This is an optimization exercise on Yosys and OpenROAD, whose aim is small area and a short achievable clock period, not a production implementation.
RTL that was checked went through simulation tests only; none was proved equivalent to the original.
Only the layout flow was run in run 1; the RTL was not checked for function there.
Power figures rest on the tool's default switching activity, not on a simulated workload.

## flow/design.v (module list and top-level ports; edited modules follow where they fit)
// module calc_fa: 10 lines
// module calc_ha: 9 lines
// module mp_alu: 795 lines
module mp_alu(
    input sys_clk,
    input sys_rst,
    input issue,
    input[2:0] tag3,
    input[2:0] func3,
    input[6:0] flag7,
    input[3:0] shift,
    input[15:0] data_in1,
    input[15:0] data_in2,
    input fwd_en1,
    input fwd_en2,
    input[15:0] fwd_data1,
    input[15:0] fwd_data2,
    output wb,
    output wb32,
    output[31:0] wb_data
);
  // ...
==> flow/flow/run.sh <==
#!/bin/bash

export BUFFER_PORTS_ARGS="-buffer_cell sky130_fd_sc_hd__buf_2"
bash standard.sh > standard_flow.log 2>&1
==> flow/standard.sh <==
#!/bin/bash
# synth_recipe.tcl (not shown) runs the flow's synth.tcl, then flattens the netlist and writes it again
# the make line also repeats each setting of config.mk as NAME=value (left out here)
make -C /OpenROAD-flow-scripts/flow DESIGN_CONFIG=/design/flow/config.mk WORK_HOME=/design/flow/orfs CLKGATE_MAP_FILE= SYNTH_SCRIPT=/design/flow/synth_recipe.tcl "${@:-finish}"
==> flow/config.mk <==
export PLATFORM = sky130hd
export DESIGN_NAME = mp_alu
export DESIGN_NICKNAME = mp_alu
export VERILOG_FILES = /design/flow/design.v
export SDC_FILE = /design/flow/constraint.sdc
export NUM_CORES = 4
export LEC_CHECK = 0
export ABC_AREA = 1
export CAP_MARGIN = 20
export CORE_MARGIN = 2
export CORE_UTILIZATION = 40
export SETUP_SLACK_MARGIN = 2.5
export SLEW_MARGIN = 20
export SYNTH_HIERARCHICAL = 1
==> flow/constraint.sdc <==
create_clock -name core_clock -period 16.0 [get_ports {sys_clk}]
set_input_delay 3.2000 -clock core_clock [delete_from_list [all_inputs] [get_ports {sys_clk}]]
set_output_delay 3.2000 -clock core_clock [all_outputs]
set_load 0.01 [all_outputs]
==> summary.txt, run 1 <==
Number of enable flip-flop cells after synthesis -> 0
WS Path Type -> in2out
Fin area -> 0.0148 mm2
Area added between synthesis and finish -> 13.9%
Number of non-clock buffers -> 194
Largest net degree at the start of global routing -> 32
Met1 Routed Length -> 23.5 mm
Clock buffer instance count of the final layout -> 5
Dominant register cell in the synthesized netlist -> sky130_fd_sc_hd__dfxtp_1
TritonCTS clock tree -> done
Signal arrival time at the worst endpoint -> 10.04 ns
Global-route usage over all layers -> 0.335
Run status -> no timing/DRC/antenna violations
TritonCTS buffer count -> 5
Share of synthesized flip-flops with an asynchronous set or reset -> 0.0233
FF/Latch Area -> 866 um2
Critical path depth in cells -> 32
Multi-input logic area -> 0.0110 mm2
Die Footprint -> 0.0339 mm2
Max VDD drop -> 0.000135 V
Global routing usage on met2 -> 0.515
Number of global-route vias before repair -> 14300
Total count of max-transition violations in the final report -> 0
Setup Buffers After CTS -> 9
P per Cell Area -> 111 mW/mm2
Share of synthesized area spent on multiplexers -> 0.00424
Most frequent cells after synthesis -> sky130_fd_sc_hd__nand2_1, sky130_fd_sc_hd__inv_1, sky130_fd_sc_hd__nor2_1, sky130_fd_sc_hd__o21ai_0, sky130_fd_sc_hd__xor2_1
Post-synthesis net count -> 2221
Path category of the worst min-delay check -> in2async
DP Area -> 0.0140 mm2
Clk root buf -> sky130_fd_sc_hd__clkbuf_16
Largest driver fanout on the critical path -> 17
Sequential power -> 0.117 mW
Logic inverters -> 235
Effective utilization at floorplan -> 0.409
==> run 2: changes to the inputs <==
--- a/flow/design.v
+++ b/flow/design.v
@@ -71,49 +71,45 @@
 wire bm_clz  = u_bm && MODE == 3'b101;
 wire bm_tbe  = u_bm && MODE == 3'b110;
 wire ar_add  = u_ar && MODE == 3'b000;
 wire ar_sub  = u_ar && MODE == 3'b011;
 wire ar_slt  = u_ar && MODE == 3'b100;
 wire ar_sltu = u_ar && MODE == 3'b110;
 wire ar_mov  = u_ar && MODE[2] && MODE[0];
 integer t;
-reg[15:0]  rng_hi;
+wire       bf   = bm_bfi | bm_bfx;
+wire[4:0]  kb   = bm_bfx ? B[3:0] + B[11:8] : {1'b0, B[11:8]};
+wire       sext = A[kb[3:0]] & B[12];
+reg[15:0]  bf_hi;
 always @(*)
-    for(t = 0; t < 16; t = t + 1) rng_hi[t] = t > B[11:8];
-wire       bfi_f = A[B[11:8]] & B[12];
-wire[3:0]  kx    = B[3:0] + B[11:8];
-wire       bfx_f = A[kx] & B[12];
-wire[15:0] bfi_m = bm_bfi ? rng_hi : 16'h0;
-wire[15:0] X     = (A & ~bfi_m) | ({16{bfi_f}} & bfi_m);
+    for(t = 0; t < 16; t = t + 1) bf_hi[t] = t > kb[3:0];
+wire[15:0] bf_m = (bf && !kb[4]) ? bf_hi : 16'h0;
+wire[15:0] X    = (A & ~bf_m) | ({16{sext}} & bf_m);
 wire[1:0]  kind = (u_ar | u_sh) ? MODE[2:1] : {1'b0, bm_bfx};
 wire[3:0]  K    = (u_ar | (u_sh & MODE[0]) | bm_pack) ? S : bm_cmp ? 4'd0 : B[3:0];
 wire       left = kind == 2'b00;
 wire[3:0]  r    = left ? -K : K;
 wire[15:0] r0   = r[0] ? {X[0],     X[15:1]} : X;
 wire[15:0] r1   = r[1] ? {r0[1:0],  r0[15:2]} : r0;
 wire[15:0] r2   = r[2] ? {r1[3:0],  r1[15:4]} : r1;
 wire[15:0] rot  = r[3] ? {r2[7:0],  r2[15:8]} : r2;
 reg[15:0]  tk, tk_rev;
 always @(*)
     for(t = 0; t < 16; t = t + 1) begin
         tk[t] = t < K;
         tk_rev[t] = (15 - t) < K;
     end
-wire[15:0] sr_m = (kind != 2'b11) ? tk_rev : 16'h0;
-wire[15:0] bfx_m = bm_bfx ? rng_hi : 16'h0;
-wire[15:0] sh_m = u_mu ? 16'hffff : left ? tk : sr_m | bfx_m;
-wire[15:0] sh_f = u_mu ? 16'h0 :
-                  left ? ({16{bm_pack}} & B) :
-                  {16{(kind == 2'b10) & A[15]}} | ({16{bfx_f}} & bfx_m & ~sr_m);
-wire[15:0] ShM  = (rot & ~sh_m) | (sh_f & sh_m);    
-wire[15:0] Sh   = ShM;
+wire[15:0] sh_m = left ? tk : (kind != 2'b11) ? tk_rev : 16'h0;
+wire[15:0] sh_f = left ? ({16{bm_pack}} & B) : {16{(kind == 2'b10) & X[15]}};
+wire[15:0] Sh   = (rot & ~sh_m) | (sh_f & sh_m);
 wire       sub  = ar_sub | ar_slt | ar_sltu | bm_cmp;
 wire       addb = ar_add | (u_sh & MODE[0]);
 wire[15:0] Bop  = sub ? ~B : addb ? B : 16'h0;
+wire[15:0] ShM  = u_mu ? 16'h0 : Sh;
 wire[15:0] Sum  = mp[15:0];    
 wire       sgn  = ar_slt | (bm_cmp & !S[0]);
 wire       lt   = (Sh[15] ^ B[15]) ? (sgn ? Sh[15] : B[15]) : Sum[15];
 reg[3:0] tt;
 always @(*)
     case(MODE)
     3'b000:   tt = 4'b1110;
     3'b100:  tt = 4'b1000;
@@ -329,269 +325,269 @@
 wire m_k2 = ~m_px_17;
 wire m_k3 = ~m_px_20;
 wire m_k4 = ~m_px_22;
 wire m_k5 = ~m_px_24;
 wire m_k6 = ~m_px_26;
 wire m_k7 = ~m_px_28;
 wire m_k8 = ~m_px_30;
 wire m_s9, m_c10;
-calc_ha m_s9_ha(.a(m_pp0_10), .b(m_pp1_8), .s(m_s9), .co(m_c10));
+calc_ha m_s9_ha(.a(m_neg5), .b(m_pp0_10), .s(m_s9), .co(m_c10));
 wire m_s11, m_c12;
 calc_ha m_s11_ha(.a(m_pp0_11), .b(m_pp1_9), .s(m_s11), .co(m_c12));
 wire m_s13, m_c14;
-calc_fa m_s13_fa(.a(m_pp0_12), .b(m_pp1_10), .c(m_pp2_8), .s(m_s13), .co(m_c14));
+calc_fa m_s13_fa(.a(m_neg6), .b(m_pp0_12), .c(m_pp1_10), .s(m_s13), .co(m_c14));
 wire m_s15, m_c16;
-calc_ha m_s15_ha(.a(m_pp3_6), .b(m_pp4_4), .s(m_s15), .co(m_c16));
+calc_ha m_s15_ha(.a(m_pp2_8), .b(m_pp3_6), .s(m_s15), .co(m_c16));
 wire m_s17, m_c18;
 calc_fa m_s17_fa(.a(m_pp0_13), .b(m_pp1_11), .c(m_pp2_9), .s(m_s17), .co(m_c18));
 wire m_s19, m_c20;
 calc_ha m_s19_ha(.a(m_pp3_7), .b(m_pp4_5), .s(m_s19), .co(m_c20));
 wire m_s21, m_c22;
-calc_fa m_s21_fa(.a(m_pp0_14), .b(m_pp1_12), .c(m_pp2_10), .s(m_s21), .co(m_c22));
+calc_fa m_s21_fa(.a(m_neg7), .b(m_pp0_14), .c(m_pp1_12), .s(m_s21), .co(m_c22));
 wire m_s23, m_c24;
-calc_fa m_s23_fa(.a(m_pp3_8), .b(m_pp4_6), .c(m_pp5_4), .s(m_s23), .co(m_c24));
+calc_fa m_s23_fa(.a(m_pp2_10), .b(m_pp3_8), .c(m_pp4_6), .s(m_s23), .co(m_c24));
 wire m_s25, m_c26;
-calc_ha m_s25_ha(.a(m_pp6_2), .b(m_pp7_0), .s(m_s25), .co(m_c26));
+calc_ha m_s25_ha(.a(m_pp5_4), .b(m_pp6_2), .s(m_s25), .co(m_c26));
 wire m_s27, m_c28;
 calc_fa m_s27_fa(.a(m_pp0_15), .b(m_pp1_13), .c(m_pp2_11), .s(m_s27), .co(m_c28));
 wire m_s29, m_c30;
 calc_fa m_s29_fa(.a(m_pp3_9), .b(m_pp4_7), .c(m_pp5_5), .s(m_s29), .co(m_c30));
 wire m_s31, m_c32;
 calc_ha m_s31_ha(.a(m_pp6_3), .b(m_pp7_1), .s(m_s31), .co(m_c32));
 wire m_s33, m_c34;
-calc_fa m_s33_fa(.a(m_pp0_16), .b(m_pp1_14), .c(m_pp2_12), .s(m_s33), .co(m_c34));
+calc_fa m_s33_fa(.a(m_px_16), .b(m_pp0_16), .c(m_pp1_14), .s(m_s33), .co(m_c34));
 wire m_s35, m_c36;
-calc_fa m_s35_fa(.a(m_pp3_10), .b(m_pp4_8), .c(m_pp5_6), .s(m_s35), .co(m_c36));
+calc_fa m_s35_fa(.a(m_pp2_12), .b(m_pp3_10), .c(m_pp4_8), .s(m_s35), .co(m_c36));
 wire m_s37, m_c38;
-calc_fa m_s37_fa(.a(m_pp6_4), .b(m_pp7_2), .c(m_px_16), .s(m_s37), .co(m_c38));
+calc_fa m_s37_fa(.a(m_pp5_6), .b(m_pp6_4), .c(m_pp7_2), .s(m_s37), .co(m_c38));
 wire m_s39, m_c40;
-calc_fa m_s39_fa(.a(~m_pp0_17), .b(m_pp1_15), .c(m_pp2_13), .s(m_s39), .co(m_c40));
+calc_fa m_s39_fa(.a(m_pp1_15), .b(m_pp2_13), .c(m_pp3_11), .s(m_s39), .co(m_c40));
 wire m_s41, m_c42;
-calc_fa m_s41_fa(.a(m_pp3_11), .b(m_pp4_9), .c(m_pp5_7), .s(m_s41), .co(m_c42));
+calc_fa m_s41_fa(.a(m_pp4_9), .b(m_pp5_7), .c(m_pp6_5), .s(m_s41), .co(m_c42));
 wire m_s43, m_c44;
-calc_fa m_s43_fa(.a(m_pp6_5), .b(m_pp7_3), .c(m_k1), .s(m_s43), .co(m_c44));
+calc_fa m_s43_fa(.a(m_pp7_3), .b(m_k1), .c(~m_pp0_17), .s(m_s43), .co(m_c44));
 wire m_s45, m_c46;
-calc_fa m_s45_fa(.a(m_pp1_16), .b(m_pp2_14), .c(m_pp3_12), .s(m_s45), .co(m_c46));
+calc_fa m_s45_fa(.a(m_px_18), .b(m_pp1_16), .c(m_pp2_14), .s(m_s45), .co(m_c46));
 wire m_s47, m_c48;
-calc_fa m_s47_fa(.a(m_pp4_10), .b(m_pp5_8), .c(m_pp6_6), .s(m_s47), .co(m_c48));
+calc_fa m_s47_fa(.a(m_pp3_12), .b(m_pp4_10), .c(m_pp5_8), .s(m_s47), .co(m_c48));
 wire m_s49, m_c50;
-calc_fa m_s49_fa(.a(m_pp7_4), .b(m_px_18), .c(m_k2), .s(m_s49), .co(m_c50));
+calc_fa m_s49_fa(.a(m_pp6_6), .b(m_pp7_4), .c(m_k2), .s(m_s49), .co(m_c50));
 wire m_s51, m_c52;
-calc_fa m_s51_fa(.a(~m_pp1_17), .b(m_pp2_15), .c(m_pp3_13), .s(m_s51), .co(m_c52));
+calc_fa m_s51_fa(.a(m_px_19), .b(m_px_17), .c(m_pp2_15), .s(m_s51), .co(m_c52));
 wire m_s53, m_c54;
-calc_fa m_s53_fa(.a(m_pp4_11), .b(m_pp5_9), .c(m_pp6_7), .s(m_s53), .co(m_c54));
+calc_fa m_s53_fa(.a(m_pp3_13), .b(m_pp4_11), .c(m_pp5_9), .s(m_s53), .co(m_c54));
 wire m_s55, m_c56;
-calc_fa m_s55_fa(.a(m_pp7_5), .b(m_px_19), .c(m_px_17), .s(m_s55), .co(m_c56));
+calc_fa m_s55_fa(.a(m_pp6_7), .b(m_pp7_5), .c(~m_pp1_17), .s(m_s55), .co(m_c56));
 wire m_s57, m_c58;
 calc_fa m_s57_fa(.a(m_pp2_16), .b(m_pp3_14), .c(m_pp4_12), .s(m_s57), .co(m_c58));
 wire m_s59, m_c60;
 calc_fa m_s59_fa(.a(m_pp5_10), .b(m_pp6_8), .c(m_pp7_6), .s(m_s59), .co(m_c60));
 wire m_s61, m_c62;
-calc_fa m_s61_fa(.a(~m_pp2_17), .b(m_pp3_15), .c(m_pp4_13), .s(m_s61), .co(m_c62));
+calc_fa m_s61_fa(.a(m_px_21), .b(m_px_20), .c(m_pp3_15), .s(m_s61), .co(m_c62));
 wire m_s63, m_c64;
-calc_fa m_s63_fa(.a(m_pp5_11), .b(m_pp6_9), .c(m_pp7_7), .s(m_s63), .co(m_c64));
+calc_fa m_s63_fa(.a(m_pp4_13), .b(m_pp5_11), .c(m_pp6_9), .s(m_s63), .co(m_c64));
 wire m_s65, m_c66;
 calc_fa m_s65_fa(.a(m_pp3_16), .b(m_pp4_14), .c(m_pp5_12), .s(m_s65), .co(m_c66));
 wire m_s67, m_c68;
-calc_fa m_s67_fa(.a(~m_pp3_17), .b(m_pp4_15), .c(m_pp5_13), .s(m_s67), .co(m_c68));
+calc_fa m_s67_fa(.a(m_px_23), .b(m_px_22), .c(m_pp4_15), .s(m_s67), .co(m_c68));
 wire m_s69, m_c70;
-calc_ha m_s69_ha(.a(m_pp0_6), .b(m_pp1_4), .s(m_s69), .co(m_c70));
+calc_ha m_s69_ha(.a(m_neg3), .b(m_pp0_6), .s(m_s69), .co(m_c70));
 wire m_s71, m_c72;
 calc_ha m_s71_ha(.a(m_pp0_7), .b(m_pp1_5), .s(m_s71), .co(m_c72));
 wire m_s73, m_c74;
-calc_fa m_s73_fa(.a(m_pp0_8), .b(m_pp1_6), .c(m_pp2_4), .s(m_s73), .co(m_c74));
+calc_fa m_s73_fa(.a(m_neg4), .b(m_pp0_8), .c(m_pp1_6), .s(m_s73), .co(m_c74));
 wire m_s75, m_c76;
-calc_ha m_s75_ha(.a(m_pp3_2), .b(m_pp4_0), .s(m_s75), .co(m_c76));
+calc_ha m_s75_ha(.a(m_pp2_4), .b(m_pp3_2), .s(m_s75), .co(m_c76));
 wire m_s77, m_c78;
 calc_fa m_s77_fa(.a(m_pp0_9), .b(m_pp1_7), .c(m_pp2_5), .s(m_s77), .co(m_c78));
 wire m_s79, m_c80;
 calc_ha m_s79_ha(.a(m_pp3_3), .b(m_pp4_1), .s(m_s79), .co(m_c80));
 wire m_s81, m_c82;
-calc_fa m_s81_fa(.a(m_s9), .b(m_pp2_6), .c(m_pp3_4), .s(m_s81), .co(m_c82));
+calc_fa m_s81_fa(.a(m_pp1_8), .b(m_pp2_6), .c(m_pp3_4), .s(m_s81), .co(m_c82));
 wire m_s83, m_c84;
-calc_fa m_s83_fa(.a(m_pp4_2), .b(m_pp5_0), .c(m_neg5), .s(m_s83), .co(m_c84));
+calc_fa m_s83_fa(.a(m_pp4_2), .b(m_pp5_0), .c(m_s9), .s(m_s83), .co(m_c84));
 wire m_s85, m_c86;
-calc_fa m_s85_fa(.a(m_s11), .b(m_pp2_7), .c(m_pp3_5), .s(m_s85), .co(m_c86));
+calc_fa m_s85_fa(.a(m_pp2_7), .b(m_pp3_5), .c(m_pp4_3), .s(m_s85), .co(m_c86));
 wire m_s87, m_c88;
-calc_fa m_s87_fa(.a(m_pp4_3), .b(m_pp5_1), .c(m_c10), .s(m_s87), .co(m_c88));
+calc_fa m_s87_fa(.a(m_pp5_1), .b(m_c10), .c(m_s11), .s(m_s87), .co(m_c88));
 wire m_s89, m_c90;
-calc_fa m_s89_fa(.a(m_s13), .b(m_s15), .c(m_pp5_2), .s(m_s89), .co(m_c90));
+calc_fa m_s89_fa(.a(m_pp4_4), .b(m_pp5_2), .c(m_pp6_0), .s(m_s89), .co(m_c90));
 wire m_s91, m_c92;
-calc_fa m_s91_fa(.a(m_pp6_0), .b(m_neg6), .c(m_c12), .s(m_s91), .co(m_c92));
+calc_fa m_s91_fa(.a(m_c12), .b(m_s15), .c(m_s13), .s(m_s91), .co(m_c92));
 wire m_s93, m_c94;
-calc_fa m_s93_fa(.a(m_s17), .b(m_s19), .c(m_pp5_3), .s(m_s93), .co(m_c94));
+calc_fa m_s93_fa(.a(m_pp5_3), .b(m_pp6_1), .c(m_c16), .s(m_s93), .co(m_c94));
 wire m_s95, m_c96;
-calc_fa m_s95_fa(.a(m_pp6_1), .b(m_c14), .c(m_c16), .s(m_s95), .co(m_c96));
+calc_fa m_s95_fa(.a(m_s19), .b(m_c14), .c(m_s17), .s(m_s95), .co(m_c96));
 wire m_s97, m_c98;
-calc_fa m_s97_fa(.a(m_s21), .b(m_s23), .c(m_s25), .s(m_s97), .co(m_c98));
+calc_fa m_s97_fa(.a(m_pp7_0), .b(m_c20), .c(m_s25), .s(m_s97), .co(m_c98));
 wire m_s99, m_c100;
-calc_fa m_s99_fa(.a(m_neg7), .b(m_c18), .c(m_c20), .s(m_s99), .co(m_c100));
+calc_fa m_s99_fa(.a(m_c18), .b(m_s21), .c(m_s23), .s(m_s99), .co(m_c100));
 wire m_s101, m_c102;
-calc_fa m_s101_fa(.a(m_s27), .b(m_s29), .c(m_s31), .s(m_s101), .co(m_c102));
+calc_fa m_s101_fa(.a(m_c26), .b(m_s31), .c(m_c22), .s(m_s101), .co(m_c102));
 wire m_s103, m_c104;
-calc_fa m_s103_fa(.a(m_c22), .b(m_c24), .c(m_c26), .s(m_s103), .co(m_c104));
+calc_fa m_s103_fa(.a(m_c24), .b(m_s27), .c(m_s29), .s(m_s103), .co(m_c104));
 wire m_s105, m_c106;
-calc_fa m_s105_fa(.a(m_s33), .b(m_s35), .c(m_s37), .s(m_s105), .co(m_c106));
+calc_fa m_s105_fa(.a(m_c32), .b(m_c28), .c(m_c30), .s(m_s105), .co(m_c106));
 wire m_s107, m_c108;
-calc_fa m_s107_fa(.a(m_c28), .b(m_c30), .c(m_c32), .s(m_s107), .co(m_c108));
+calc_fa m_s107_fa(.a(m_s33), .b(m_s35), .c(m_s37), .s(m_s107), .co(m_c108));
 wire m_s109, m_c110;
-calc_fa m_s109_fa(.a(m_s39), .b(m_s41), .c(m_s43), .s(m_s109), .co(m_c110));
+calc_fa m_s109_fa(.a(m_c34), .b(m_c36), .c(m_c38), .s(m_s109), .co(m_c110));
 wire m_s111, m_c112;
-calc_fa m_s111_fa(.a(m_c34), .b(m_c36), .c(m_c38), .s(m_s111), .co(m_c112));
+calc_fa m_s111_fa(.a(m_s39), .b(m_s41), .c(m_s43), .s(m_s111), .co(m_c112));
 wire m_s113, m_c114;
-calc_fa m_s113_fa(.a(m_s45), .b(m_s47), .c(m_s49), .s(m_s113), .co(m_c114));
+calc_fa m_s113_fa(.a(m_c40), .b(m_c42), .c(m_c44), .s(m_s113), .co(m_c114));
 wire m_s115, m_c116;
-calc_fa m_s115_fa(.a(m_c40), .b(m_c42), .c(m_c44), .s(m_s115), .co(m_c116));
+calc_fa m_s115_fa(.a(m_s45), .b(m_s47), .c(m_s49), .s(m_s115), .co(m_c116));
 wire m_s117, m_c118;
-calc_fa m_s117_fa(.a(m_s51), .b(m_s53), .c(m_s55), .s(m_s117), .co(m_c118));
+calc_fa m_s117_fa(.a(m_c46), .b(m_c48), .c(m_c50), .s(m_s117), .co(m_c118));
 wire m_s119, m_c120;
-calc_fa m_s119_fa(.a(m_c46), .b(m_c48), .c(m_c50), .s(m_s119), .co(m_c120));
+calc_fa m_s119_fa(.a(m_s51), .b(m_s53), .c(m_s55), .s(m_s119), .co(m_c120));
 wire m_s121, m_c122;
-calc_fa m_s121_fa(.a(m_s57), .b(m_s59), .c(m_k3), .s(m_s121), .co(m_c122));
+calc_fa m_s121_fa(.a(m_k3), .b(m_c52), .c(m_c54), .s(m_s121), .co(m_c122));
 wire m_s123, m_c124;
-calc_fa m_s123_fa(.a(m_c52), .b(m_c54), .c(m_c56), .s(m_s123), .co(m_c124));
+calc_fa m_s123_fa(.a(m_c56), .b(m_s57), .c(m_s59), .s(m_s123), .co(m_c124));
 wire m_s125, m_c126;
-calc_fa m_s125_fa(.a(m_s61), .b(m_s63), .c(m_px_21), .s(m_s125), .co(m_c126));
+calc_fa m_s125_fa(.a(m_pp7_7), .b(~m_pp2_17), .c(m_c58), .s(m_s125), .co(m_c126));
 wire m_s127, m_c128;
-calc_fa m_s127_fa(.a(m_px_20), .b(m_c58), .c(m_c60), .s(m_s127), .co(m_c128));
+calc_fa m_s127_fa(.a(m_c60), .b(m_s61), .c(m_s63), .s(m_s127), .co(m_c128));
 wire m_s129, m_c130;
-calc_fa m_s129_fa(.a(m_s65), .b(m_pp6_10), .c(m_pp7_8), .s(m_s129), .co(m_c130));
+calc_fa m_s129_fa(.a(m_pp6_10), .b(m_pp7_8), .c(m_k4), .s(m_s129), .co(m_c130));
 wire m_s131, m_c132;
-calc_fa m_s131_fa(.a(m_k4), .b(m_c62), .c(m_c64), .s(m_s131), .co(m_c132));
+calc_fa m_s131_fa(.a(m_c62), .b(m_c64), .c(m_s65), .s(m_s131), .co(m_c132));
 wire m_s133, m_c134;
-calc_fa m_s133_fa(.a(m_s67), .b(m_pp6_11), .c(m_pp7_9), .s(m_s133), .co(m_c134));
+calc_fa m_s133_fa(.a(m_pp5_13), .b(m_pp6_11), .c(m_pp7_9), .s(m_s133), .co(m_c134));
 wire m_s135, m_c136;
-calc_fa m_s135_fa(.a(m_px_23), .b(m_px_22), .c(m_c66), .s(m_s135), .co(m_c136));
+calc_fa m_s135_fa(.a(~m_pp3_17), .b(m_c66), .c(m_s67), .s(m_s135), .co(m_c136));
 wire m_s137, m_c138;
 calc_fa m_s137_fa(.a(m_pp4_16), .b(m_pp5_14), .c(m_pp6_12), .s(m_s137), .co(m_c138));
 wire m_s139, m_c140;
 calc_fa m_s139_fa(.a(m_pp7_10), .b(m_k5), .c(m_c68), .s(m_s139), .co(m_c140));
 wire m_s141, m_c142;
-calc_fa m_s141_fa(.a(~m_pp4_17), .b(m_pp5_15), .c(m_pp6_13), .s(m_s141), .co(m_c142));
+calc_fa m_s141_fa(.a(m_px_25), .b(m_px_24), .c(m_pp5_15), .s(m_s141), .co(m_c142));
 wire m_s143, m_c144;
-calc_fa m_s143_fa(.a(m_pp7_11), .b(m_px_25), .c(m_px_24), .s(m_s143), .co(m_c144));
+calc_fa m_s143_fa(.a(m_pp6_13), .b(m_pp7_11), .c(~m_pp4_17), .s(m_s143), .co(m_c144));
 wire m_s145, m_c146;
 calc_fa m_s145_fa(.a(m_pp5_16), .b(m_pp6_14), .c(m_pp7_12), .s(m_s145), .co(m_c146));
 wire m_s147, m_c148;
-calc_fa m_s147_fa(.a(~m_pp5_17), .b(m_pp6_15), .c(m_pp7_13), .s(m_s147), .co(m_c148));
+calc_fa m_s147_fa(.a(m_px_27), .b(m_px_26), .c(m_pp6_15), .s(m_s147), .co(m_c148));
 wire m_s149, m_c150;
-calc_ha m_s149_ha(.a(m_pp0_4), .b(m_pp1_2), .s(m_s149), .co(m_c150));
+calc_ha m_s149_ha(.a(m_neg2), .b(m_pp0_4), .s(m_s149), .co(m_c150));
 wire m_s151, m_c152;
 calc_ha m_s151_ha(.a(m_pp0_5), .b(m_pp1_3), .s(m_s151), .co(m_c152));
 wire m_s153, m_c154;
-calc_fa m_s153_fa(.a(m_s69), .b(m_pp2_2), .c(m_pp3_0), .s(m_s153), .co(m_c154));
+calc_fa m_s153_fa(.a(m_pp1_4), .b(m_pp2_2), .c(m_pp3_0), .s(m_s153), .co(m_c154));
 wire m_s155, m_c156;
-calc_fa m_s155_fa(.a(m_s71), .b(m_pp2_3), .c(m_pp3_1), .s(m_s155), .co(m_c156));
+calc_fa m_s155_fa(.a(m_pp2_3), .b(m_pp3_1), .c(m_c70), .s(m_s155), .co(m_c156));
 wire m_s157, m_c158;
-calc_fa m_s157_fa(.a(m_s73), .b(m_s75), .c(m_neg4), .s(m_s157), .co(m_c158));
+calc_fa m_s157_fa(.a(m_pp4_0), .b(m_c72), .c(m_s75), .s(m_s157), .co(m_c158));
 wire m_s159, m_c160;
-calc_fa m_s159_fa(.a(m_s77), .b(m_s79), .c(m_c74), .s(m_s159), .co(m_c160));
+calc_fa m_s159_fa(.a(m_c76), .b(m_s79), .c(m_c74), .s(m_s159), .co(m_c160));
 wire m_s161, m_c162;
-calc_fa m_s161_fa(.a(m_s81), .b(m_s83), .c(m_c78), .s(m_s161), .co(m_c162));
+calc_fa m_s161_fa(.a(m_c80), .b(m_c78), .c(m_s81), .s(m_s161), .co(m_c162));
 wire m_s163, m_c164;
-calc_fa m_s163_fa(.a(m_s85), .b(m_s87), .c(m_c82), .s(m_s163), .co(m_c164));
+calc_fa m_s163_fa(.a(m_c82), .b(m_s85), .c(m_c84), .s(m_s163), .co(m_c164));
 wire m_s165, m_c166;
-calc_fa m_s165_fa(.a(m_s89), .b(m_s91), .c(m_c86), .s(m_s165), .co(m_c166));
+calc_fa m_s165_fa(.a(m_c86), .b(m_s89), .c(m_c88), .s(m_s165), .co(m_c166));
 wire m_s167, m_c168;
-calc_fa m_s167_fa(.a(m_s93), .b(m_s95), .c(m_c90), .s(m_s167), .co(m_c168));
+calc_fa m_s167_fa(.a(m_c90), .b(m_s93), .c(m_c92), .s(m_s167), .co(m_c168));
 wire m_s169, m_c170;
-calc_fa m_s169_fa(.a(m_s97), .b(m_s99), .c(m_c94), .s(m_s169), .co(m_c170));
+calc_fa m_s169_fa(.a(m_c94), .b(m_s97), .c(m_c96), .s(m_s169), .co(m_c170));
 wire m_s171, m_c172;
-calc_fa m_s171_fa(.a(m_s101), .b(m_s103), .c(m_c98), .s(m_s171), .co(m_c172));
+calc_fa m_s171_fa(.a(m_c98), .b(m_s101), .c(m_c100), .s(m_s171), .co(m_c172));
 wire m_s173, m_c174;
-calc_fa m_s173_fa(.a(m_s105), .b(m_s107), .c(m_c102), .s(m_s173), .co(m_c174));
+calc_fa m_s173_fa(.a(m_c102), .b(m_c104), .c(m_s105), .s(m_s173), .co(m_c174));
 wire m_s175, m_c176;
-calc_fa m_s175_fa(.a(m_s109), .b(m_s111), .c(m_c106), .s(m_s175), .co(m_c176));
+calc_fa m_s175_fa(.a(m_c106), .b(m_s109), .c(m_c108), .s(m_s175), .co(m_c176));
 wire m_s177, m_c178;
-calc_fa m_s177_fa(.a(m_s113), .b(m_s115), .c(m_c110), .s(m_s177), .co(m_c178));
+calc_fa m_s177_fa(.a(m_c110), .b(m_s113), .c(m_c112), .s(m_s177), .co(m_c178));
 wire m_s179, m_c180;
-calc_fa m_s179_fa(.a(m_s117), .b(m_s119), .c(m_c114), .s(m_s179), .co(m_c180));
+calc_fa m_s179_fa(.a(m_c114), .b(m_s117), .c(m_c116), .s(m_s179), .co(m_c180));
 wire m_s181, m_c182;
-calc_fa m_s181_fa(.a(m_s121), .b(m_s123), .c(m_c118), .s(m_s181), .co(m_c182));
+calc_fa m_s181_fa(.a(m_c118), .b(m_s121), .c(m_c120), .s(m_s181), .co(m_c182));
 wire m_s183, m_c184;
-calc_fa m_s183_fa(.a(m_s125), .b(m_s127), .c(m_c122), .s(m_s183), .co(m_c184));
+calc_fa m_s183_fa(.a(m_c122), .b(m_s125), .c(m_c124), .s(m_s183), .co(m_c184));
 wire m_s185, m_c186;
-calc_fa m_s185_fa(.a(m_s129), .b(m_s131), .c(m_c126), .s(m_s185), .co(m_c186));
+calc_fa m_s185_fa(.a(m_s129), .b(m_c126), .c(m_c128), .s(m_s185), .co(m_c186));
 wire m_s187, m_c188;
-calc_fa m_s187_fa(.a(m_s133), .b(m_s135), .c(m_c130), .s(m_s187), .co(m_c188));
+calc_fa m_s187_fa(.a(m_c130), .b(m_s133), .c(m_c132), .s(m_s187), .co(m_c188));
 wire m_s189, m_c190;
-calc_fa m_s189_fa(.a(m_s137), .b(m_s139), .c(m_c134), .s(m_s189), .co(m_c190));
+calc_fa m_s189_fa(.a(m_c134), .b(m_s137), .c(m_s139), .s(m_s189), .co(m_c190));
 wire m_s191, m_c192;
-calc_fa m_s191_fa(.a(m_s141), .b(m_s143), .c(m_c138), .s(m_s191), .co(m_c192));
+calc_fa m_s191_fa(.a(m_c138), .b(m_s141), .c(m_s143), .s(m_s191), .co(m_c192));
 wire m_s193, m_c194;
-calc_fa m_s193_fa(.a(m_s145), .b(m_k6), .c(m_c142), .s(m_s193), .co(m_c194));
+calc_fa m_s193_fa(.a(m_k6), .b(m_c142), .c(m_c144), .s(m_s193), .co(m_c194));
 wire m_s195, m_c196;
-calc_fa m_s195_fa(.a(m_s147), .b(m_px_27), .c(m_px_26), .s(m_s195), .co(m_c196));
+calc_fa m_s195_fa(.a(m_pp7_13), .b(~m_pp5_17), .c(m_c146), .s(m_s195), .co(m_c196));
 wire m_s197, m_c198;
 calc_fa m_s197_fa(.a(m_pp6_16), .b(m_pp7_14), .c(m_k7), .s(m_s197), .co(m_c198));
 wire m_s199, m_c200;
-calc_fa m_s199_fa(.a(~m_pp6_17), .b(m_pp7_15), .c(m_px_29), .s(m_s199), .co(m_c200));
+calc_fa m_s199_fa(.a(m_px_29), .b(m_px_28), .c(m_pp7_15), .s(m_s199), .co(m_c200));
 wire m_s201, m_c202;
-calc_ha m_s201_ha(.a(m_pp0_2), .b(m_pp1_0), .s(m_s201), .co(m_c202));
+calc_ha m_s201_ha(.a(m_neg1), .b(m_pp0_2), .s(m_s201), .co(m_c202));
 wire m_s203, m_c204;
 calc_ha m_s203_ha(.a(m_pp0_3), .b(m_pp1_1), .s(m_s203), .co(m_c204));
 wire m_s205, m_c206;
-calc_fa m_s205_fa(.a(m_s149), .b(m_pp2_0), .c(m_neg2), .s(m_s205), .co(m_c206));
+calc_fa m_s205_fa(.a(m_pp1_2), .b(m_pp2_0), .c(m_s149), .s(m_s205), .co(m_c206));
 wire m_s207, m_c208;
-calc_fa m_s207_fa(.a(m_s151), .b(m_pp2_1), .c(m_c150), .s(m_s207), .co(m_c208));
+calc_fa m_s207_fa(.a(m_pp2_1), .b(m_c150), .c(m_s151), .s(m_s207), .co(m_c208));
 wire m_s209, m_c210;
-calc_fa m_s209_fa(.a(m_s153), .b(m_neg3), .c(m_c152), .s(m_s209), .co(m_c210));
+calc_fa m_s209_fa(.a(m_c152), .b(m_s69), .c(m_s153), .s(m_s209), .co(m_c210));
 wire m_s211, m_c212;
-calc_fa m_s211_fa(.a(m_s155), .b(m_c70), .c(m_c154), .s(m_s211), .co(m_c212));
+calc_fa m_s211_fa(.a(m_s71), .b(m_c154), .c(m_s155), .s(m_s211), .co(m_c212));
 wire m_s213, m_c214;
-calc_fa m_s213_fa(.a(m_s157), .b(m_c72), .c(m_c156), .s(m_s213), .co(m_c214));
+calc_fa m_s213_fa(.a(m_s73), .b(m_c156), .c(m_s157), .s(m_s213), .co(m_c214));
 wire m_s215, m_c216;
-calc_fa m_s215_fa(.a(m_s159), .b(m_c76), .c(m_c158), .s(m_s215), .co(m_c216));
+calc_fa m_s215_fa(.a(m_s77), .b(m_c158), .c(m_s159), .s(m_s215), .co(m_c216));
 wire m_s217, m_c218;
-calc_fa m_s217_fa(.a(m_s161), .b(m_c80), .c(m_c160), .s(m_s217), .co(m_c218));
+calc_fa m_s217_fa(.a(m_c160), .b(m_s83), .c(m_s161), .s(m_s217), .co(m_c218));
 wire m_s219, m_c220;
-calc_fa m_s219_fa(.a(m_s163), .b(m_c84), .c(m_c162), .s(m_s219), .co(m_c220));
+calc_fa m_s219_fa(.a(m_s87), .b(m_c162), .c(m_s163), .s(m_s219), .co(m_c220));
 wire m_s221, m_c222;
-calc_fa m_s221_fa(.a(m_s165), .b(m_c88), .c(m_c164), .s(m_s221), .co(m_c222));
+calc_fa m_s221_fa(.a(m_s91), .b(m_c164), .c(m_s165), .s(m_s221), .co(m_c222));
 wire m_s223, m_c224;
-calc_fa m_s223_fa(.a(m_s167), .b(m_c92), .c(m_c166), .s(m_s223), .co(m_c224));
+calc_fa m_s223_fa(.a(m_s95), .b(m_c166), .c(m_s167), .s(m_s223), .co(m_c224));
 wire m_s225, m_c226;
-calc_fa m_s225_fa(.a(m_s169), .b(m_c96), .c(m_c168), .s(m_s225), .co(m_c226));
+calc_fa m_s225_fa(.a(m_s99), .b(m_c168), .c(m_s169), .s(m_s225), .co(m_c226));
 wire m_s227, m_c228;
-calc_fa m_s227_fa(.a(m_s171), .b(m_c100), .c(m_c170), .s(m_s227), .co(m_c228));
+calc_fa m_s227_fa(.a(m_s103), .b(m_c170), .c(m_s171), .s(m_s227), .co(m_c228));
 wire m_s229, m_c230;
-calc_fa m_s229_fa(.a(m_s173), .b(m_c104), .c(m_c172), .s(m_s229), .co(m_c230));
+calc_fa m_s229_fa(.a(m_s107), .b(m_c172), .c(m_s173), .s(m_s229), .co(m_c230));
 wire m_s231, m_c232;
-calc_fa m_s231_fa(.a(m_s175), .b(m_c108), .c(m_c174), .s(m_s231), .co(m_c232));
+calc_fa m_s231_fa(.a(m_s111), .b(m_c174), .c(m_s175), .s(m_s231), .co(m_c232));
 wire m_s233, m_c234;
-calc_fa m_s233_fa(.a(m_s177), .b(m_c112), .c(m_c176), .s(m_s233), .co(m_c234));
+calc_fa m_s233_fa(.a(m_s115), .b(m_c176), .c(m_s177), .s(m_s233), .co(m_c234));
 wire m_s235, m_c236;
-calc_fa m_s235_fa(.a(m_s179), .b(m_c116), .c(m_c178), .s(m_s235), .co(m_c236));
+calc_fa m_s235_fa(.a(m_s119), .b(m_c178), .c(m_s179), .s(m_s235), .co(m_c236));
 wire m_s237, m_c238;
-calc_fa m_s237_fa(.a(m_s181), .b(m_c120), .c(m_c180), .s(m_s237), .co(m_c238));
+calc_fa m_s237_fa(.a(m_s123), .b(m_c180), .c(m_s181), .s(m_s237), .co(m_c238));
 wire m_s239, m_c240;
-calc_fa m_s239_fa(.a(m_s183), .b(m_c124), .c(m_c182), .s(m_s239), .co(m_c240));
+calc_fa m_s239_fa(.a(m_s127), .b(m_c182), .c(m_s183), .s(m_s239), .co(m_c240));
 wire m_s241, m_c242;
-calc_fa m_s241_fa(.a(m_s185), .b(m_c128), .c(m_c184), .s(m_s241), .co(m_c242));
+calc_fa m_s241_fa(.a(m_s131), .b(m_c184), .c(m_s185), .s(m_s241), .co(m_c242));
 wire m_s243, m_c244;
-calc_fa m_s243_fa(.a(m_s187), .b(m_c132), .c(m_c186), .s(m_s243), .co(m_c244));
+calc_fa m_s243_fa(.a(m_s135), .b(m_c186), .c(m_s187), .s(m_s243), .co(m_c244));
 wire m_s245, m_c246;
-calc_fa m_s245_fa(.a(m_s189), .b(m_c136), .c(m_c188), .s(m_s245), .co(m_c246));
+calc_fa m_s245_fa(.a(m_c136), .b(m_c188), .c(m_s189), .s(m_s245), .co(m_c246));
 wire m_s247, m_c248;
-calc_fa m_s247_fa(.a(m_s191), .b(m_c140), .c(m_c190), .s(m_s247), .co(m_c248));
+calc_fa m_s247_fa(.a(m_c140), .b(m_s191), .c(m_c190), .s(m_s247), .co(m_c248));
 wire m_s249, m_c250;
-calc_fa m_s249_fa(.a(m_s193), .b(m_c144), .c(m_c192), .s(m_s249), .co(m_c250));
+calc_fa m_s249_fa(.a(m_s145), .b(m_c192), .c(m_s193), .s(m_s249), .co(m_c250));
 wire m_s251, m_c252;
-calc_fa m_s251_fa(.a(m_s195), .b(m_c146), .c(m_c194), .s(m_s251), .co(m_c252));
+calc_fa m_s251_fa(.a(m_s147), .b(m_c194), .c(m_s195), .s(m_s251), .co(m_c252));
 wire m_s253, m_c254;
-calc_fa m_s253_fa(.a(m_s197), .b(m_c148), .c(m_c196), .s(m_s253), .co(m_c254));
+calc_fa m_s253_fa(.a(m_c148), .b(m_s197), .c(m_c196), .s(m_s253), .co(m_c254));
 wire m_s255, m_c256;
-calc_fa m_s255_fa(.a(m_s199), .b(m_px_28), .c(m_c198), .s(m_s255), .co(m_c256));
+calc_fa m_s255_fa(.a(~m_pp6_17), .b(m_c198), .c(m_s199), .s(m_s255), .co(m_c256));
 wire m_s257, m_c258;
 calc_fa m_s257_fa(.a(m_pp7_16), .b(m_k8), .c(m_c200), .s(m_s257), .co(m_c258));
 wire m_s259, m_c260;
-calc_fa m_s259_fa(.a(~m_pp7_17), .b(m_px_31), .c(m_px_30), .s(m_s259), .co(m_c260));
-wire[31:0] m_ut = {m_s259, m_s257, m_s255, m_s253, m_s251, m_s249, m_s247, m_s245, m_s243, m_s241, m_s239, m_s237, m_s235, m_s233, m_s231, m_s229, m_s227, m_s225, m_s223, m_s221, m_s219, m_s217, m_s215, m_s213, m_s211, m_s209, m_s207, m_s205, m_s203, m_s201, m_pp0_1, m_pp0_0};
-wire[31:0] m_vt = {m_c258, m_c256, m_c254, m_c252, m_c250, m_c248, m_c246, m_c244, m_c242, m_c240, m_c238, m_c236, m_c234, m_c232, m_c230, m_c228, m_c226, m_c224, m_c222, m_c220, m_c218, m_c216, m_c214, m_c212, m_c210, m_c208, m_c206, m_c204, m_c202, m_neg1, 1'b0, m_neg0};
+calc_fa m_s259_fa(.a(m_px_31), .b(m_px_30), .c(~m_pp7_17), .s(m_s259), .co(m_c260));
+wire[31:0] m_ut = {m_s259, m_s257, m_s255, m_s253, m_s251, m_s249, m_s247, m_s245, m_s243, m_s241, m_s239, m_s237, m_s235, m_s233, m_s231, m_s229, m_s227, m_s225, m_s223, m_s221, m_s219, m_s217, m_s215, m_s213, m_s211, m_s209, m_s207, m_s205, m_s203, m_s201, m_pp0_1, m_neg0};
+wire[31:0] m_vt = {m_c258, m_c256, m_c254, m_c252, m_c250, m_c248, m_c246, m_c244, m_c242, m_c240, m_c238, m_c236, m_c234, m_c232, m_c230, m_c228, m_c226, m_c224, m_c222, m_c220, m_c218, m_c216, m_c214, m_c212, m_c210, m_c208, m_c206, m_c204, m_c202, m_pp1_0, 1'b0, m_pp0_0};
 wire[31:0] m_u = {m_ut[31:16], m_ut[15:0] | ShM};
 wire[31:0] m_v = {m_vt[31:16], m_vt[15:0] | Bop};
 wire[31:0] m_g0 = m_u & m_v;
 wire[31:0] m_p0 = m_u ^ m_v;
 wire m_g0c = m_g0[0] | (m_p0[0] & sub);
 wire m_pg261_g = m_g0[1] | (m_p0[1] & m_g0c);
 wire m_pg261_p = m_p0[1] & m_p0[0];
 wire m_pg262_g = m_g0[3] | (m_p0[3] & m_g0[2]);
@@ -780,17 +776,17 @@
 assign mp[24] = m_p0[24] ^ m_pg332_g;
 assign mp[25] = m_p0[25] ^ m_pg333_g;
 assign mp[26] = m_p0[26] ^ m_pg334_g;
 assign mp[27] = m_p0[27] ^ m_pg335_g;
 assign mp[28] = m_p0[28] ^ m_pg336_g;
 assign mp[29] = m_p0[29] ^ m_pg337_g;
 assign mp[30] = m_p0[30] ^ m_pg338_g;
 assign mp[31] = m_p0[31] ^ m_pg339_g;
-wire sel_sum = ar_add | ar_sub | u_sh | bm_bfi | bm_bfx | bm_pack;
+wire sel_sum = ar_add | ar_sub | u_sh | bf | bm_pack;
 wire sel_lt  = ar_slt | ar_sltu;
 wire sel_a   = bm_cmp & (lt ^ S[1]);
 wire sel_b   = ar_mov | (bm_cmp & !(lt ^ S[1]));
 wire mu_hi   = u_mu & MODE[2];
 wire mu_lo   = u_mu & !MODE[2];
 wire alu_zero = A == 16'h0;
 wire alu_wb   = !u_ar || (
                 MODE == 3'b101 ?  alu_zero : (
==> flow/config.mk (replaced) <==
export PLATFORM = sky130hd
export DESIGN_NAME = mp_alu
export DESIGN_NICKNAME = mp_alu
export VERILOG_FILES = /design/flow/design.v
export SDC_FILE = /design/flow/constraint.sdc
export NUM_CORES = 4
export LEC_CHECK = 0
export ABC_AREA = 1
export CAP_MARGIN = 20
export CORE_MARGIN = 2
export CORE_UTILIZATION = 40
export SETUP_SLACK_MARGIN = 2.25
export SLEW_MARGIN = 20
export SYNTH_HIERARCHICAL = 1
==> summary.txt, run 2 <==
Run status -> no timing/DRC/antenna violations (unchanged)
Area added between synthesis and finish -> 12.6% (was 13.9%)
Clock-pin transition on the worst setup and hold timing paths -> 0.06 ns (about the same)
Post-DR wirelength/cell -> 22.9 um (was 23.2 um)
Share of synthesized flip-flops with an asynchronous set or reset -> 0.0233 (unchanged)
Total count of max-transition violations in the final report -> 0 (unchanged)
TritonCTS buffer count -> 5 (unchanged)
Setup repair after global routing missed its margin -> no (unchanged)
Highest Clock Rate -> 74.3 MHz (was 75.5 MHz)
Count of state elements after synthesis -> 43 (unchanged)
TritonCTS clock tree -> done (unchanged)
Total negative setup slack -> 0 ns (unchanged)
Horizontal die dimension -> 180 um (was 184 um)
Number of antenna violations at the first check in global routing -> 2 (was 1)
Fin area -> 0.0140 mm2 (was 0.0148 mm2)
Utilization of the core after routing -> 0.459 (was 0.466)
Count of fill cells added during filler insertion -> 3193 (was 3318)
Number of I/O pins -> 120 (unchanged)
Average cell area after synthesis -> 6.85 um2 (was 6.63 um2)
WS Path Type -> in2out (unchanged)
Placed instance count -> 2279 (was 2418)
Family with the most delay on the worst path -> adder cells (unchanged)
Per-cell via count in the routed design -> 6.10 (was 6.08)
Path category of the worst min-delay check -> in2async (unchanged)
Half-perimeter wire length after detailed placement -> 39.5 mm (was 41.9 mm)
GRT overflow -> 0 (unchanged)
Most common cell in the netlist -> sky130_fd_sc_hd__nand2_1 (unchanged)
Sw Ratio -> 0.587 (was 0.604)
Overall power -> 1.67 mW (was 1.64 mW)
Worst slew pin tran -> 0.894 ns (was 1.04 ns)
Detail Route Antenna Nets -> 0 (unchanged)
CTS hold repair buffers -> 0 (unchanged)
Worst rel slew slack -> 0.400 (was 0.304)
Leakage Power -> 7.22 nW (was 7.40 nW)
Min Tclk post-route -> 13.46 ns (was 13.24 ns)
Largest regs -> alu_data_in1: 16 flops, alu_data_in2: 16 flops, alu_cmd: 4 flops (unchanged)
Signal arrival time at the worst endpoint -> 10.26 ns (was 10.04 ns)
CP peak stage delay -> 0.53 ns (was 0.59 ns)
Setup slack after layout -> 2.54 ns (was 2.76 ns)
Pint -> 0.688 mW (was 0.649 mW)
Pre-CTS worst setup slack -> 1.55 ns (was 1.69 ns)
Max-Cap Viols -> 0 (unchanged)
Max VDD drop -> 0.0000937 V (was 0.000135 V)
Global-route wire length before repair -> 80.3 mm (was 86.1 mm)
Post-synthesis net count -> 2083 (was 2221)
FF/Latch Area -> 866 um2 (unchanged)
Most common cell after layout, fill and taps aside -> sky130_fd_sc_hd__nand2_1 (unchanged)
Crit path buffers/inverters -> 9 (was 7)
Final-layout worst hold slack -> 2.73 ns (about the same)
Post-synthesis instance area -> 0.0125 mm2 (was 0.0130 mm2)
Maximum clock insertion buffer count -> 2 (unchanged)
Largest driver fanout on the critical path -> 32 (was 17)
Final Hold Viols -> 0 (unchanged)
I/O Buffers -> 116 (unchanged)
Post-route clock period utilization -> 0.841 (was 0.827)
Effective utilization at floorplan -> 0.407 (was 0.409)
P per Cell Area -> 119 mW/mm2 (was 111 mW/mm2)
Commonest cells after routing, fill and taps aside -> sky130_fd_sc_hd__nand2_1, sky130_fd_sc_hd__inv_1, sky130_fd_sc_hd__xor2_1 (was sky130_fd_sc_hd__nand2_1, sky130_fd_sc_hd__inv_1, sky130_fd_sc_hd__nor2_1)
Nets@finish -> 2164 (was 2313)
Share of the synthesized area in the top cell type -> 0.191 (was 0.184)
DP Area -> 0.0136 mm2 (was 0.0140 mm2)
Number of global-route vias before repair -> 13500 (was 14300)
CTS H-tree lvls -> 2 (unchanged)
Largest net degree at the start of global routing -> 34 (was 32)
Post-detailed-routing wire length -> 52.6 mm (was 56.9 mm)
Die Footprint -> 0.0326 mm2 (was 0.0339 mm2)
GPL Wtd Cong -> 1.05 (was 1.01)
Crit end category -> primary output (unchanged)
Startpoint types -> input pin (unchanged)
Number of vias after detailed routing -> 14000 (was 14900)
Most common cell type on the critical path -> sky130_fd_sc_hd__nand2_1 (unchanged)
Slowest-stage cell, CP -> sky130_fd_sc_hd__fa_1 (was sky130_fd_sc_hd__fa_2)
Multi-input logic area -> 0.0106 mm2 (was 0.0110 mm2)
Most frequent cells after synthesis -> sky130_fd_sc_hd__nand2_1, sky130_fd_sc_hd__inv_1, sky130_fd_sc_hd__xor2_1, sky130_fd_sc_hd__nor2_1, sky130_fd_sc_hd__o22ai_1 (was sky130_fd_sc_hd__nand2_1, sky130_fd_sc_hd__inv_1, sky130_fd_sc_hd__nor2_1, sky130_fd_sc_hd__o21ai_0, sky130_fd_sc_hd__xor2_1)
Placeable core region -> 0.0306 mm2 (was 0.0317 mm2)
Length of the first detailed-routing pass in iterations -> 7 (unchanged)
Global-route usage over all layers -> 0.316 (was 0.335)
Post-synth cell types -> 65 (was 64)
Number of DRC violations after detailed-routing iteration 0 -> 1585 (was 1889)
Clk root buf -> sky130_fd_sc_hd__clkbuf_16 (unchanged)
Comb power frac -> 0.851 (was 0.866)
Dominant register cell in the synthesized netlist -> sky130_fd_sc_hd__dfxtp_1 (unchanged)
Y dimension of the die -> 180 um (was 184 um)
Yosys synthesis warning count -> 7 (unchanged)
Clock network fraction of design power -> 0.079 (was 0.063)
Number of enable flip-flop cells after synthesis -> 0 (unchanged)
Number of rows in the core area -> 64 (was 65)
Most area-hungry cell type in the Yosys netlist -> sky130_fd_sc_hd__fa_1 (unchanged)
Portion of the post-synthesis area used by sequential elements -> 0.0695 (was 0.0667)
Final setup violating endpoints -> 0 (unchanged)
Count of placed standard cells in the final layout, fillers left out -> 2297 (was 2453)
Fraction of layout cells with a size suffix above 1 -> 0.169 (was 0.171)
Cells taking the most area after synthesis -> sky130_fd_sc_hd__fa_1, sky130_fd_sc_hd__xor2_1, sky130_fd_sc_hd__nand2_1 (was sky130_fd_sc_hd__fa_1, sky130_fd_sc_hd__nand2_1, sky130_fd_sc_hd__xor2_1)
Switching pwr -> 0.980 mW (was 0.988 mW)
WP data required -> 12.80 ns (about the same)
Proportion of power drawn by flip-flops and latches -> 0.070 (was 0.071)
DRC errors left -> 0 (unchanged)
Clock sink count -> 43 (unchanged)
Synthesized instance count -> 1818 (was 1958)
==> run 2: metal layers <==
metal  up-vias  GRT usage  share of wire
li1       6316          -              -
met1      6679      0.446           0.42
met2       867      0.487           0.44
met3       143     0.0635           0.11
met4         0     0.0971          0.033
met5         -          0              0
==> run 2: how the worst max path moves through the flow <==
stage                              to    start  cells past startpoint  slack [ns]
after floorplan           wb_data[11]  fwd_en1                     34        3.07
after global placement     wb_data[6]  fwd_en2                     55        1.60
after detailed placement   wb_data[6]  fwd_en2                     55        1.55
after CTS                 wb_data[11]  fwd_en1                     31        2.25
after global routing      wb_data[13]  fwd_en1                     35        2.25
final                      wb_data[9]  fwd_en1                     32        2.54
==> run 2: cell type report <==
class,instances,area share
flip-flops and latches,43,0.0617
inverters,218,0.0606
diodes,1,0.000178
clock buffers,5,0.00892
multi-input cells,1453,0.752
clock inverters,3,0.00482
repair buffers,178,0.0760
well taps,396,0.0353
==> run 2: logic make-up after synthesis <==
group,after synthesis,synth area share
AOI/OAI and AO/OA,501,0.242
muxes,5,0.00442
adders and majority gates,179,0.252
xor gates and xnor gates,166,0.118
DFF,43,0.0695
buffers and inverters,323,0.102
and+or+nand+nor,601,0.212
==> run 2: power groups by stage <==
stage	logic [mW]	registers, mW	clock network (mW)
2_1_floorplan	0.889	0.117	0
3_3_place_gp	1.32	0.119	0
3_5_place_dp	1.33	0.119	0
4_1_cts	1.34	0.117	0.134
5_1_grt	1.54	0.118	0.139
6_report	1.42	0.117	0.132
==> run 2: timing repair <==
| action | CTS | global route |
|---|---|---|
| resized for setup | 12 | 55 |
| setup endpoints to repair | 30 | 32 |
| setup buffers | 0 | 8 |
| cloned | 1 | 0 |
| pin swaps | 1 | 10 |
==> run 2: modules after synthesis, one instance, submodules excluded <==
| module | cell area [um2] | cells inside | copies in the design | flops+latches |
|---|---|---|---|---|
| calc_fa | 20.0 | 1 | 112 | 0 |
| calc_ha | 12.5 | 1 | 14 | 0 |
| mp_alu | 10000 | 1692 | 1 | 43 |
==> run 3: changes to the inputs <==
--- a/flow/config.mk
+++ b/flow/config.mk
@@ -9,6 +9,6 @@
 export CAP_MARGIN = 20
 export CORE_MARGIN = 2
 export CORE_UTILIZATION = 40
-export SETUP_SLACK_MARGIN = 2.25
+export SETUP_SLACK_MARGIN = 2.5
 export SLEW_MARGIN = 20
 export SYNTH_HIERARCHICAL = 1
==> summary.txt, run 3 <==
Sw Ratio -> 0.585 (was 0.587)
Area added between synthesis and finish -> 13.8% (was 12.6%)
Most area-hungry cell type in the Yosys netlist -> sky130_fd_sc_hd__fa_1 (unchanged)
Pre-CTS worst setup slack -> 1.55 ns (unchanged)
Largest regs -> alu_data_in1: 16 flops, alu_data_in2: 16 flops, alu_cmd: 4 flops (unchanged)
Global-route usage over all layers -> 0.316 (about the same)
Post-route clock period utilization -> 0.826 (was 0.841)
Most frequent cells after synthesis -> sky130_fd_sc_hd__nand2_1, sky130_fd_sc_hd__inv_1, sky130_fd_sc_hd__xor2_1, sky130_fd_sc_hd__nor2_1, sky130_fd_sc_hd__o22ai_1 (unchanged)
Number of global-route vias before repair -> 13600 (was 13500)
Worst slew pin tran -> 0.898 ns (was 0.894 ns)
Placed instance count -> 2279 (unchanged)
Clock-pin transition on the worst setup and hold timing paths -> 0.06 ns (about the same)
Post-synthesis instance area -> 0.0125 mm2 (unchanged)
Post-synthesis simple-gate area fraction -> 0.212 (unchanged)
Total count of max-transition violations in the final report -> 0 (unchanged)
Xor and xnor area share after synthesis -> 0.118 (unchanged)
Comb power frac -> 0.853 (was 0.851)
Main combinational cell family by area after synthesis -> adder cells (unchanged)
Average cell area after synthesis -> 6.85 um2 (unchanged)
Detail Route Antenna Nets -> 0 (unchanged)
Clock network fraction of design power -> 0.078 (was 0.079)
Complex-gate fraction of the synthesized area -> 0.242 (unchanged)
Die Footprint -> 0.0326 mm2 (unchanged)
Number of antenna violations at the first check in global routing -> 2 (unchanged)
Portion of the post-synthesis area used by sequential elements -> 0.0695 (unchanged)
Largest net degree at the start of global routing -> 34 (unchanged)
Slowest-stage cell, CP -> sky130_fd_sc_hd__fa_1 (unchanged)
Highest Clock Rate -> 75.6 MHz (was 74.3 MHz)
Number of DRC violations after detailed-routing iteration 0 -> 1582 (was 1585)
Clock sink count -> 43 (unchanged)
Path category of the worst min-delay check -> in2async (unchanged)
Length of the first detailed-routing pass in iterations -> 7 (unchanged)
Final-layout worst hold slack -> 2.73 ns (about the same)
Run status -> no timing/DRC/antenna violations (unchanged)
Number of enable flip-flop cells after synthesis -> 0 (unchanged)
Most common cell in the netlist -> sky130_fd_sc_hd__nand2_1 (unchanged)
DRC errors left -> 0 (unchanged)
Startpoint types -> input pin (unchanged)
Setup slack after layout -> 2.78 ns (was 2.54 ns)
GPL Wtd Cong -> 1.05 (unchanged)
Worst rel slew slack -> 0.398 (was 0.400)
Leakage Power -> 7.27 nW (was 7.22 nW)
Post-detailed-routing wire length -> 52.8 mm (was 52.6 mm)
Commonest cells after routing, fill and taps aside -> sky130_fd_sc_hd__nand2_1, sky130_fd_sc_hd__inv_1, sky130_fd_sc_hd__xor2_1 (unchanged)
Fraction of layout cells with a size suffix above 1 -> 0.182 (was 0.169)
Largest driver fanout on the critical path -> 32 (unchanged)
Number of vias after detailed routing -> 14100 (was 14000)
Global-route wire length before repair -> 80.3 mm (about the same)
Setup repair after global routing missed its margin -> yes (was no)
P per Cell Area -> 120 mW/mm2 (was 119 mW/mm2)
WS Path Type -> in2out (unchanged)
Post-synth cell types -> 65 (unchanged)
Final setup violating endpoints -> 0 (unchanged)
Post-synthesis net count -> 2083 (unchanged)
Synthesized instance count -> 1818 (unchanged)
Half-perimeter wire length after detailed placement -> 39.5 mm (unchanged)
Horizontal die dimension -> 180 um (unchanged)
WP data required -> 12.80 ns (about the same)
Number of rows in the core area -> 64 (unchanged)
Y dimension of the die -> 180 um (unchanged)
Dominant register cell in the synthesized netlist -> sky130_fd_sc_hd__dfxtp_1 (unchanged)
Synth Area in Adders -> 0.252 (unchanged)
Clk root buf -> sky130_fd_sc_hd__clkbuf_16 (unchanged)
Final Hold Viols -> 0 (unchanged)
Crit end category -> primary output (unchanged)
Pint -> 0.704 mW (was 0.688 mW)
I/O Buffers -> 116 (unchanged)
Count of state elements after synthesis -> 43 (unchanged)
Yosys synthesis warning count -> 7 (unchanged)
Count of placed standard cells in the final layout, fillers left out -> 2306 (was 2297)
Share of the synthesized area in the top cell type -> 0.191 (unchanged)
Most common cell after layout, fill and taps aside -> sky130_fd_sc_hd__nand2_1 (unchanged)
Max VDD drop -> 0.0000907 V (was 0.0000937 V)
Placeable core region -> 0.0306 mm2 (unchanged)
CTS H-tree lvls -> 2 (unchanged)
Post-DR wirelength/cell -> 22.9 um (about the same)
Number of I/O pins -> 120 (unchanged)
Effective utilization at floorplan -> 0.407 (unchanged)
Most common cell type on the critical path -> sky130_fd_sc_hd__nand2_1 (unchanged)
TritonCTS buffer count -> 5 (unchanged)
Signal arrival time at the worst endpoint -> 10.02 ns (was 10.26 ns)
Proportion of power drawn by flip-flops and latches -> 0.069 (was 0.070)
Min Tclk post-route -> 13.22 ns (was 13.46 ns)
Max-Cap Viols -> 0 (unchanged)
Maximum clock insertion buffer count -> 2 (unchanged)
Share of synthesized area spent on multiplexers -> 0.00442 (unchanged)
CP peak stage delay -> 0.52 ns (was 0.53 ns)
Total negative setup slack -> 0 ns (unchanged)
Switching pwr -> 0.991 mW (was 0.980 mW)
TritonCTS clock tree -> done (unchanged)
Cells taking the most area after synthesis -> sky130_fd_sc_hd__fa_1, sky130_fd_sc_hd__xor2_1, sky130_fd_sc_hd__nand2_1 (unchanged)
Share of synthesized flip-flops with an asynchronous set or reset -> 0.0233 (unchanged)
GRT overflow -> 0 (unchanged)
Nets@finish -> 2173 (was 2164)
Per-cell via count in the routed design -> 6.10 (about the same)
==> run 3: power groups by stage <==
stage | registers (mW) | logic [mW] | clock network, mW
6_report | 0.117 | 1.45 | 0.132
5_1_grt | 0.118 | 1.57 | 0.139
4_1_cts | 0.117 | 1.35 | 0.134
3_5_place_dp | 0.119 | 1.33 | 0
3_3_place_gp | 0.119 | 1.32 | 0
2_1_floorplan | 0.117 | 0.889 | 0
==> run 3: worst max-delay path, delay by kind of cell <==
family          cells  cell delay [ns]
simple gates        9             0.99
compound gates      7             1.44
xor+xnor            2             0.51
fa+ha+maj           5             2.20
buf+inv            11             1.63
==> run 3: repair_timing <==
item,CTS,global route
buffers inserted,0,17
gates cloned,1,0
setup endpoints to repair,32,32
resized for setup,25,66
pin swaps,1,16
hold buffers,0,0
endpoints found under the hold margin,0,0
==> run 3: worst paths after layout <==
| check | from | endpoint | slack (ns) | cells after the start |
|---|---|---|---|---|
| hold / removal | sys_rst | alu_issue$_DFF_PP0_ | 2.73 | 2 |
| min in group core_clock | data_in2[15] | alu_data_in2[15]$_DFF_P_ | 3.00 | 1 |
| setup / recovery | fwd_en1 | wb_data[9] | 2.78 | 34 |
| max in group asynchronous | sys_rst | alu_issue$_DFF_PP0_ | 13.18 | 2 |
==> run 3: per-module statistics from Yosys (local to each module, per instance) <==
module / flops+latches / area (um2)
calc_ha: 0 / 12.5
mp_alu: 43 / 10000
calc_fa: 0 / 20.0
==> run 3: cells by family (layout without fill, tap and decap cells) <==
group,count (synthesis),count (layout)
simple gates,601,602
compound gates,501,501
buf+inv,323,413
fa+ha+maj,179,179
xor+xnor,166,166
flops,43,43
mux,5,5
other cells,0,1
==> run 3: final cells by class <==
| class | instances | area, um2 |
|---|---|---|
| Fill cell | 3182 | 16400 |
| Antenna cell | 1 | 2.50 |
| Clock buffer | 5 | 125 |
| Multi-Input combinational cell | 1453 | 10600 |
| Clock inverter | 3 | 67.6 |
| Tap cell | 396 | 495 |
| Sequential cell | 43 | 866 |
| Timing Repair Buffer | 187 | 1150 |
| Inverter | 218 | 858 |
==> run 3: metal layers <==
layer | wire length, um | track usage | part of all wire | vias up
li1 | - | - | - | 6336
met3 | 5810 | 0.0624 | 0.11 | 134
met2 | 23300 | 0.486 | 0.44 | 855
met1 | 22100 | 0.447 | 0.42 | 6752
met4 | 1640 | 0.0977 | 0.031 | 0
met5 | 0 | 0 | 0 | -
==> run 3: through the flow <==
stage | util | cell area (um2) | total power [mW]
3_5_place_dp | 0.444 | 13600 | 1.45
4_1_cts | 0.452 | 13800 | 1.61
5_1_grt | 0.463 | 14200 | 1.82
6_report | 0.463 | 14200 | 1.69
3_3_place_gp | 0.444 | 13600 | 1.44
2_1_floorplan | - | 12500 | 1.01

port drivers added, routing unchanged:
Ports are ideal in the flow. The routed layouts listed here were re-timed in OpenROAD.
Step 1 (the two cells are an assumption about what drives the block):
set clk [get_ports {sys_clk}]
set_driving_cell -lib_cell sky130_fd_sc_hd__clkbuf_16 $clk
set_driving_cell -lib_cell sky130_fd_sc_hd__buf_2 [delete_from_list [all_inputs] $clk]
Step 2 times the ports against the registers' clock, not the clock port: input delays grow and output delays shrink by t, the midpoint of the rising clock arrivals with the driver on.
Three values: no drivers, after step 1, after step 2; two values: the first two.
run	t, ns	slack for setup (ns)	hold slack, ns	pins driven straight from the clock port
run 1	0.326	2.762 / 2.737 / 2.737	2.734 / 2.717 / 3.042	1
run 2	0.327	2.543 / 2.516 / 2.516	2.730 / 2.713 / 3.040	1
run 3	0.326	2.777 / 2.738 / 2.738	2.731 / 2.714 / 3.040	1
After both steps every run listed still meets setup and hold. For run 3, which loses most, drivers alone change the setup slack by -0.039 ns; drivers and shift together by -0.039 ns.
